This design comes from an exercise in tuning for small area and a short achievable clock period on the open sky130 flow, not from production work.
At most, simulation tests tie the RTL to the original design; equivalence was not proved.

## systolic_array
module systolic_array #(
    parameter M           = 5,
    parameter N           = 3,
    parameter K           = 4,
    parameter DATA_WIDTH  = 32
) (
    input clk,
    input rst_n,
    input [DATA_WIDTH*M-1:0] X,
    input [DATA_WIDTH*K-1:0] W,
    output reg [DATA_WIDTH*M*K-1:0] Y,
    output done
);
Size: about 930 I/O pins, about 0.12 mm^2 of cells after synthesis.
clock: 8.5 ns
lec_check: 0
abc_area: 1
cap_margin: 20
core_margin: 2
core_utilization: 50
cts_cluster_diameter: 150
cts_cluster_size: 20
place_density: 0.6
setup_slack_margin: 5
slew_margin: 20
synth_hierarchical: 1
standard.sh (not shown) runs the stock make flow with config.mk's settings and CLKGATE_MAP_FILE= SYNTH_SCRIPT=/design/flow/synth_recipe.tcl, a recipe that flattens the netlist after the stock synthesis.
==> flow/flow/run.sh <==
#!/bin/bash
# The standard layout with two changes:
#  - input and output ports are buffered with plain buffers (buf_1) instead
#    of the delay cells buffer_ports picks by default;
#  - after the standard synthesis, fa_polarity.py complements some full
#    adders (a full adder is self-dual) so that fewer inverters are needed
#    between them; registers and all other cells are unchanged.
set -euo pipefail
export BUFFER_PORTS_ARGS="-buffer_cell sky130_fd_sc_hd__buf_1"
RES=orfs/results/${FLOW_PLATFORM}/systolic_array/base
bash standard.sh synth > make_synth.log 2>&1
python3 flow/fa_polarity.py $RES/1_2_yosys.v $RES/1_2_yosys.pol.v > fa_polarity.log 2>&1
cp $RES/1_2_yosys.v 1_2_yosys.standard.v
mv $RES/1_2_yosys.pol.v $RES/1_2_yosys.v
rm -f $RES/1_synth.odb $RES/1_synth.sdc
bash standard.sh > make_layout.log 2>&1
Other scripts of this flow, unchanged in this note and not shown: flow/flow/fa_polarity.py
Next try:
--- a/flow/design.v
+++ b/flow/design.v
@@ -82,39 +82,35 @@
             b1 = x[2*k];
             b0 = (k == 0) ? 1'b0 : x[(k == 0) ? 0 : 2*k-1];
             btwo[k] = (b2 & ~b1 & ~b0) | (~b2 & b1 & b0);
         end
     end
 endfunction
-integer xb;
-genvar i, k;
+wire [31:0] wsh [0:1];
+genvar c;
+generate
+    for (c = 0; c < 2; c = c + 1) begin : wcp
+        wcopy wc (.clk(clk), .d(wq0_d), .q(wsh[c]));
+    end
+endgenerate
+genvar i;
 generate
     for (i = 0; i < M; i = i + 1) begin : row
-        reg [15:0] xodd;
-        wire [31:0] xr0;
+        reg [31:0] xr0;
         wire [31:0] xr1 = Y[32*(4*i+2) +: 32];
         wire [31:0] xr2 = Y[32*(4*i+3) +: 32];
         reg [15:0] eone, etwo;       
-        for (k = 0; k < 16; k = k + 1) begin : xd
-            assign xr0[2*k+1] = xodd[k];
-            if (k == 0) begin : b0
-                assign xr0[0] = eone[0];
-            end else begin : bk
-                assign xr0[2*k] = eone[k] ^ xodd[k-1];
-            end
-        end
         wire [31:0] xr0_d = ldany ? X[32*i +: 32] : xr1;
         always @(posedge clk) begin
-            for (xb = 0; xb < 16; xb = xb + 1) xodd[xb] <= xr0_d[2*xb+1];
+            xr0 <= xr0_d;
             eone <= bone(xr0_d);
             etwo <= btwo(xr0_d);
         end
         wire [31:0] sum;
         wire [31:0] x = xr0;
-        wire [31:0] w;
-        wcopy wc (.clk(clk), .d(wq0_d), .q(w));
+        wire [31:0] w = wsh[i * 2 / 5];
         wire uclr = clr[i];
         reg [31:0] acc;        
         wire [31:0] accm = uclr ? 32'd0 : acc;
         wire one0 = eone[0];
         wire two0 = etwo[0];
         wire neg0 = x[1];
What happened: Final cell count falls by 2.0%. Non-clock buffer count falls by 56. Via count falls by 1.1%. Core utilization falls by 0.57 points. Synthesized area falls by 0.48%.
For the first run of this note, only the layout was checked, not whether the RTL still works.

========
Setup of rev 12:
systolic_array, a different RTL version from the one above (not shown whole).
Size: roughly 13000 cells after synthesis, roughly 120000 um^2 of cells after synthesis.
==> module systolic_array, before the edit <==
module systolic_array #(
    parameter M           = 5,
    parameter N           = 3,
    parameter K           = 4,
    parameter DATA_WIDTH  = 32
) (
    input clk,
    input rst_n,
    input [DATA_WIDTH*M-1:0] X,
    input [DATA_WIDTH*K-1:0] W,
    output reg [DATA_WIDTH*M*K-1:0] Y,
    output done
);
reg [3:0] cnt;
reg done_q;
always @(posedge clk or negedge rst_n) begin
    if (!rst_n) begin
        cnt <= 4'd0;
        done_q <= 1'b0;
    end else begin
        if (cnt != 4'd15) cnt <= cnt + 4'd1;
        if (cnt == 4'd13) done_q <= 1'b1;
    end
end
assign done = done_q;
reg [2:0] ld;     
reg [M-1:0] clr;  
reg [3:0] wy;     
reg rot;          
always @(posedge clk or negedge rst_n) begin
    if (!rst_n) begin
        ld <= 3'b001;
        clr <= {M{1'b0}};
        wy <= 4'd0;
        rot <= 1'b1;
    end else begin
        ld <= {cnt == 4'd1, cnt == 4'd0, 1'b0};
        clr <= {M{(cnt == 4'd0) | (cnt == 4'd1) | (cnt == 4'd6) | (cnt == 4'd7)}};
        wy[0] <= (cnt == 4'd5);
        rot <= (cnt <= 4'd10);
        wy[1] <= (cnt == 4'd6);
        wy[2] <= (cnt == 4'd11);
        wy[3] <= (cnt == 4'd12);
    end
end
wire ldany = |ld;
reg [31:0] wq [0:9];
wire [31:0] wq0_d = (ld[0] | ld[2]) ? W[0 +: 32] : ld[1] ? W[32 +: 32] : wq[1];
integer q;
always @(posedge clk) begin
    for (q = 0; q < 9; q = q + 1) wq[q] <= wq[q+1];
    if (ld[0] | ld[2]) begin
        wq[0] <= W[0 +: 32];  wq[3] <= W[32 +: 32];
        wq[6] <= W[64 +: 32]; wq[9] <= W[96 +: 32];
    end else if (ld[1]) begin
        wq[0] <= W[32 +: 32]; wq[3] <= W[0 +: 32];
        wq[6] <= W[96 +: 32]; wq[9] <= W[64 +: 32];
    end else begin
        wq[9] <= W[64 +: 32];
    end
end
reg [31:0] wla, wlb;
always @(posedge clk) begin
    wla <= wq0_d;
    wlb <= ~wq0_d;
end
function [15:0] bone(input [31:0] x);
    integer k;
    begin
        for (k = 0; k < 16; k = k + 1)
            bone[k] = x[2*k] ^ ((k == 0) ? 1'b0 : x[(k == 0) ? 0 : 2*k-1]);
    end
endfunction
function [15:0] btwo(input [31:0] x);
    integer k;
    reg b2, b1, b0;
    begin
        for (k = 0; k < 16; k = k + 1) begin
            b2 = x[2*k+1];
            b1 = x[2*k];
            b0 = (k == 0) ? 1'b0 : x[(k == 0) ? 0 : 2*k-1];
            btwo[k] = (b2 & ~b1 & ~b0) | (~b2 & b1 & b0);
        end
    end
endfunction
genvar i;
generate
    for (i = 0; i < M; i = i + 1) begin : row
        reg [31:0] xr0;
        wire [31:0] xr1 = Y[32*(4*i+2) +: 32];
        wire [31:0] xr2 = Y[32*(4*i+3) +: 32];
        reg [15:0] eone, etwo;       
        wire [31:0] xr0_d = ldany ? X[32*i +: 32] : xr1;
        always @(posedge clk) begin
            xr0 <= xr0_d;
            eone <= bone(xr0_d);
            etwo <= btwo(xr0_d);
        end
        wire [31:0] wh = (i < 3) ? wla : ~wlb;
        wire [31:0] sum;
        pe u (.clk(clk), .x(xr0), .eone(eone), .etwo(etwo), .w(wh), .clr(clr[i]), .sum(sum));
        always @(posedge clk) begin
            if (wy[0]) Y[32*(4*i+0) +: 32] <= sum;
            if (wy[1]) Y[32*(4*i+1) +: 32] <= sum;
            if (wy[2]) Y[32*(4*i+2) +: 32] <= sum;
            else if (rot) Y[32*(4*i+2) +: 32] <= xr2;
            if (wy[3]) Y[32*(4*i+3) +: 32] <= sum;
            else if (rot) Y[32*(4*i+3) +: 32] <= xr0;
        end
    end
endgenerate
endmodule
clock: 8.5 ns
lec_check: 0
abc_area: 1
cap_margin: 20
core_margin: 2
core_utilization: 60
cts_cluster_diameter: 150
cts_cluster_size: 20
place_density: 0.7
setup_slack_margin: 5
slew_margin: 20
==> flow/flow/run.sh <==
#!/bin/bash
# The standard layout with two changes:
#  - input and output ports are buffered with plain buffers (buf_2) instead
#    of the delay cells buffer_ports picks by default;
#  - after the standard synthesis, fa_polarity.py complements some full
#    adders (a full adder is self-dual) so that fewer inverters are needed
#    between them; registers and all other cells are unchanged.
set -euo pipefail
export BUFFER_PORTS_ARGS="-buffer_cell sky130_fd_sc_hd__buf_2"
RES=orfs/results/${FLOW_PLATFORM}/systolic_array/base
bash standard.sh synth > make_synth.log 2>&1
python3 flow/fa_polarity.py $RES/1_2_yosys.v $RES/1_2_yosys.pol.v > fa_polarity.log 2>&1
cp $RES/1_2_yosys.v 1_2_yosys.standard.v
mv $RES/1_2_yosys.pol.v $RES/1_2_yosys.v
rm -f $RES/1_synth.odb $RES/1_synth.sdc
bash standard.sh > make_layout.log 2>&1
Other scripts of this flow, unchanged in this note and not shown: flow/flow/fa_polarity.py
> inputs changed (rev 12 -> rev 13)
diff --git a/flow/design.v b/flow/design.v
--- a/flow/design.v
+++ b/flow/design.v
@@ -1188,11 +1188,6 @@
         wq[9] <= W[64 +: 32];
     end
 end
-reg [31:0] wla, wlb;
-always @(posedge clk) begin
-    wla <= wq0_d;
-    wlb <= ~wq0_d;
-end
 function [15:0] bone(input [31:0] x);
     integer k;
     begin
@@ -1225,9 +1220,10 @@
             eone <= bone(xr0_d);
             etwo <= btwo(xr0_d);
         end
-        wire [31:0] wh = (i < 3) ? wla : ~wlb;
+        reg [31:0] wl;
+        always @(posedge clk) wl <= wq0_d;
         wire [31:0] sum;
-        pe u (.clk(clk), .x(xr0), .eone(eone), .etwo(etwo), .w(wh), .clr(clr[i]), .sum(sum));
+        pe u (.clk(clk), .x(xr0), .eone(eone), .etwo(etwo), .w(wl), .clr(clr[i]), .sum(sum));
         always @(posedge clk) begin
             if (wy[0]) Y[32*(4*i+0) +: 32] <= sum;
             if (wy[1]) Y[32*(4*i+1) +: 32] <= sum;
## What came out
- Rev 13 went all the way through the flow, and no timing, DRC or antenna check failed.
- Diff rev 12 -> rev 13: number of non-clock buffers went up about 1.4%, number of sequential storage elements decreased 32, routed length on met2 went down by 4600 um.
- On rev 13: number of standard cells in the final layout excluding fillers is 0.44% lower than what rev 12 gave.
- Changes observed in rev 13 relative to rev 12: first-iteration DRC count lost 1775, wire length per cell went down 5.5%.
- Layout overhead on the synthesized area, rev 12 and rev 13: lower on rev 12
- The summed area of non-filler cells in the final layout was comparable across rev 12 and rev 13.
- On worst-case reg-to-reg path depth: between rev 12 and rev 13, it ends up higher for rev 12.
- Between rev 12 and rev 13, the flow reports gate count after technology mapping decreasing slightly.
- Critical path depth in rev 13 is 5 lower than in rev 12
- Rev 12 -> rev 13: post-CTS repair timing setup buffer count increased by a few percent
No functional check of the RTL was part of any run of this note.

========
systolic_array, a different RTL version from the one above (not shown whole).
For scale: about 930 I/O pins, about 120000 µm² of cells after synthesis.
Settings: LEC_CHECK=0, ABC_AREA=1, CAP_MARGIN=20, CORE_MARGIN=2, CORE_UTILIZATION=55, CTS_CLUSTER_DIAMETER=150, CTS_CLUSTER_SIZE=20, PLACE_DENSITY=0.65, SETUP_SLACK_MARGIN=5, SLEW_MARGIN=20, SYNTH_HIERARCHICAL=1; clock period 8.5 ns.
==> flow/flow/run.sh <==
#!/bin/bash
# The standard layout with two changes:
#  - input and output ports are buffered with plain buffers (buf_1) instead
#    of the delay cells buffer_ports picks by default;
#  - after the standard synthesis, fa_polarity.py complements some full
#    adders (a full adder is self-dual) so that fewer inverters are needed
#    between them; registers and all other cells are unchanged.
set -euo pipefail
export BUFFER_PORTS_ARGS="-buffer_cell sky130_fd_sc_hd__buf_1"
RES=orfs/results/${FLOW_PLATFORM}/systolic_array/base
bash standard.sh synth > make_synth.log 2>&1
python3 flow/fa_polarity.py $RES/1_2_yosys.v $RES/1_2_yosys.pol.v > fa_polarity.log 2>&1
cp $RES/1_2_yosys.v 1_2_yosys.standard.v
mv $RES/1_2_yosys.pol.v $RES/1_2_yosys.v
rm -f $RES/1_synth.odb $RES/1_synth.sdc
bash standard.sh > make_layout.log 2>&1
Other scripts of this flow, unchanged in this note and not shown: flow/flow/fa_polarity.py
Rerun with:
--- a/flow/design.v
+++ b/flow/design.v
@@ -79,41 +79,45 @@
     begin
         for (k = 0; k < 16; k = k + 1) begin
             b2 = x[2*k+1];
             b1 = x[2*k];
             b0 = (k == 0) ? 1'b0 : x[(k == 0) ? 0 : 2*k-1];
             btwo[k] = (b2 & ~b1 & ~b0) | (~b2 & b1 & b0);
         end
     end
 endfunction
-wire [31:0] wsh [0:0];
-genvar c;
-generate
-    for (c = 0; c < 1; c = c + 1) begin : wcp
-        wcopy wc (.clk(clk), .d(wq0_d), .q(wsh[c]));
-    end
-endgenerate
-genvar i;
+integer xb;
+genvar i, k;
 generate
     for (i = 0; i < M; i = i + 1) begin : row
-        reg [31:0] xr0;
+        reg [15:0] xodd;
+        wire [31:0] xr0;
         wire [31:0] xr1 = Y[32*(4*i+2) +: 32];
         wire [31:0] xr2 = Y[32*(4*i+3) +: 32];
         reg [15:0] eone, etwo;       
+        for (k = 0; k < 16; k = k + 1) begin : xd
+            assign xr0[2*k+1] = xodd[k];
+            if (k == 0) begin : b0
+                assign xr0[0] = eone[0];
+            end else begin : bk
+                assign xr0[2*k] = eone[k] ^ xodd[k-1];
+            end
+        end
         wire [31:0] xr0_d = ldany ? X[32*i +: 32] : xr1;
         always @(posedge clk) begin
-            xr0 <= xr0_d;
+            for (xb = 0; xb < 16; xb = xb + 1) xodd[xb] <= xr0_d[2*xb+1];
             eone <= bone(xr0_d);
             etwo <= btwo(xr0_d);
         end
         wire [31:0] sum;
         wire [31:0] x = xr0;
-        wire [31:0] w = wsh[i * 1 / 5];
+        wire [31:0] w;
+        wcopy wc (.clk(clk), .d(wq0_d), .q(w));
         wire uclr = clr[i];
         reg [31:0] acc;        
         wire [31:0] accm = uclr ? 32'd0 : acc;
         wire one0 = eone[0];
         wire two0 = etwo[0];
         wire neg0 = x[1];
         wire one1 = eone[1];
         wire two1 = etwo[1];
         wire neg1 = x[3];
Final cell count came out higher by about 1.6%.
Final area came out higher by 0.54%.
Worst setup slack is worse by 0.21 ns.
Wire length came out lower by 3.3%.
Utilization came out lower by 0.27 points.
Critical path depth came out lower by 2.
Count of clock-buffer cells in the layout came out higher by 3.
Flip-flop and latch count came out higher by 53.
Global-route usage came out lower by 0.90 points.
No functional check of the RTL was part of any run of this note.

========
systolic_array, a different RTL version from the one above (not shown whole).
Size: about 930 I/O pins, ~120000 um2 of cells after synthesis.
clock: 8.5 ns
lec_check: 0
abc_area: 1
cap_margin: 20
core_margin: 2
core_utilization: 55
cts_cluster_diameter: 120
cts_cluster_size: 24
place_density: 0.65
setup_slack_margin: 5
slew_margin: 20
synth_hierarchical: 1
Scripts as last shown in full above: flow/flow/run.sh
Other scripts of this flow, unchanged in this note and not shown: flow/flow/fa_polarity.py
==> next run, changes <==
--- a/flow/design.v
+++ b/flow/design.v
@@ -80,33 +80,39 @@
         for (k = 0; k < 16; k = k + 1) begin
             b2 = x[2*k+1];
             b1 = x[2*k];
             b0 = (k == 0) ? 1'b0 : x[(k == 0) ? 0 : 2*k-1];
             btwo[k] = (b2 & ~b1 & ~b0) | (~b2 & b1 & b0);
         end
     end
 endfunction
+wire [31:0] wsh [0:2];
+genvar c;
+generate
+    for (c = 0; c < 3; c = c + 1) begin : wcp
+        wcopy wc (.clk(clk), .d(wq0_d), .q(wsh[c]));
+    end
+endgenerate
 genvar i;
 generate
     for (i = 0; i < M; i = i + 1) begin : row
         reg [31:0] xr0;
         wire [31:0] xr1 = Y[32*(4*i+2) +: 32];
         wire [31:0] xr2 = Y[32*(4*i+3) +: 32];
         reg [15:0] eone, etwo;       
         wire [31:0] xr0_d = ldany ? X[32*i +: 32] : xr1;
         always @(posedge clk) begin
             xr0 <= xr0_d;
             eone <= bone(xr0_d);
             etwo <= btwo(xr0_d);
         end
         wire [31:0] sum;
         wire [31:0] x = xr0;
-        wire [31:0] w;
-        wcopy wc (.clk(clk), .d(wq0_d), .q(w));
+        wire [31:0] w = wsh[i * 3 / 5];
         wire uclr = clr[i];
         reg [31:0] acc;        
         wire [31:0] accm = uclr ? 32'd0 : acc;
         wire one0 = eone[0];
         wire two0 = etwo[0];
         wire neg0 = x[1];
         wire one1 = eone[1];
         wire two1 = etwo[1];
After rerunning: The changed run completed without violations. Cell count went down by 0.94%. Worst setup slack is worse by 57 ps. Register-to-register slack is worse by 60 ps. Global-route usage went up by 2.1 points.
Function not checked in the second run of this note: the RTL went through the layout flow alone.

## separate check: timing with driven ports
No port has a modelled driver above. Below, the same layouts with a new extraction and two added sets of constraints.
Step 1 (the two cells are an assumption about what drives the block):
set clk [get_ports {clk}]
set_driving_cell -lib_cell sky130_fd_sc_hd__clkbuf_16 $clk
set_driving_cell -lib_cell sky130_fd_sc_hd__buf_2 [delete_from_list [all_inputs] $clk]
Step 2, shift: input delay + t, output delay - t, t = (earliest + latest rising clock arrival at the registers) / 2. This alone moves slack from input paths to output paths.
a / b / c = ideal / step 1 / step 2; a / b = the first two.
run	shift t [ns]	setup slack, ns	worst setup path after step 2
the first run of note 1	0.934	4.797 / 4.797 / 4.797	register to register
the second run of note 1	0.952	5.033 / 4.935 / 5.033	register to register
rev 12	0.952	4.814 / 4.814 / 4.814	register to register
rev 13	0.915	4.829 / 4.829 / 4.829	register to register
the first run of note 3	0.956	4.875 / 4.875 / 4.875	register to register
the second run of note 3	0.935	4.663 / 4.663 / 4.663	register to register
the first run of note 4	0.919	5.008 / 4.900 / 5.008	register to register
the second run of note 4	0.955	4.950 / 4.926 / 4.950	register to register
After both steps every run listed still meets setup and hold.
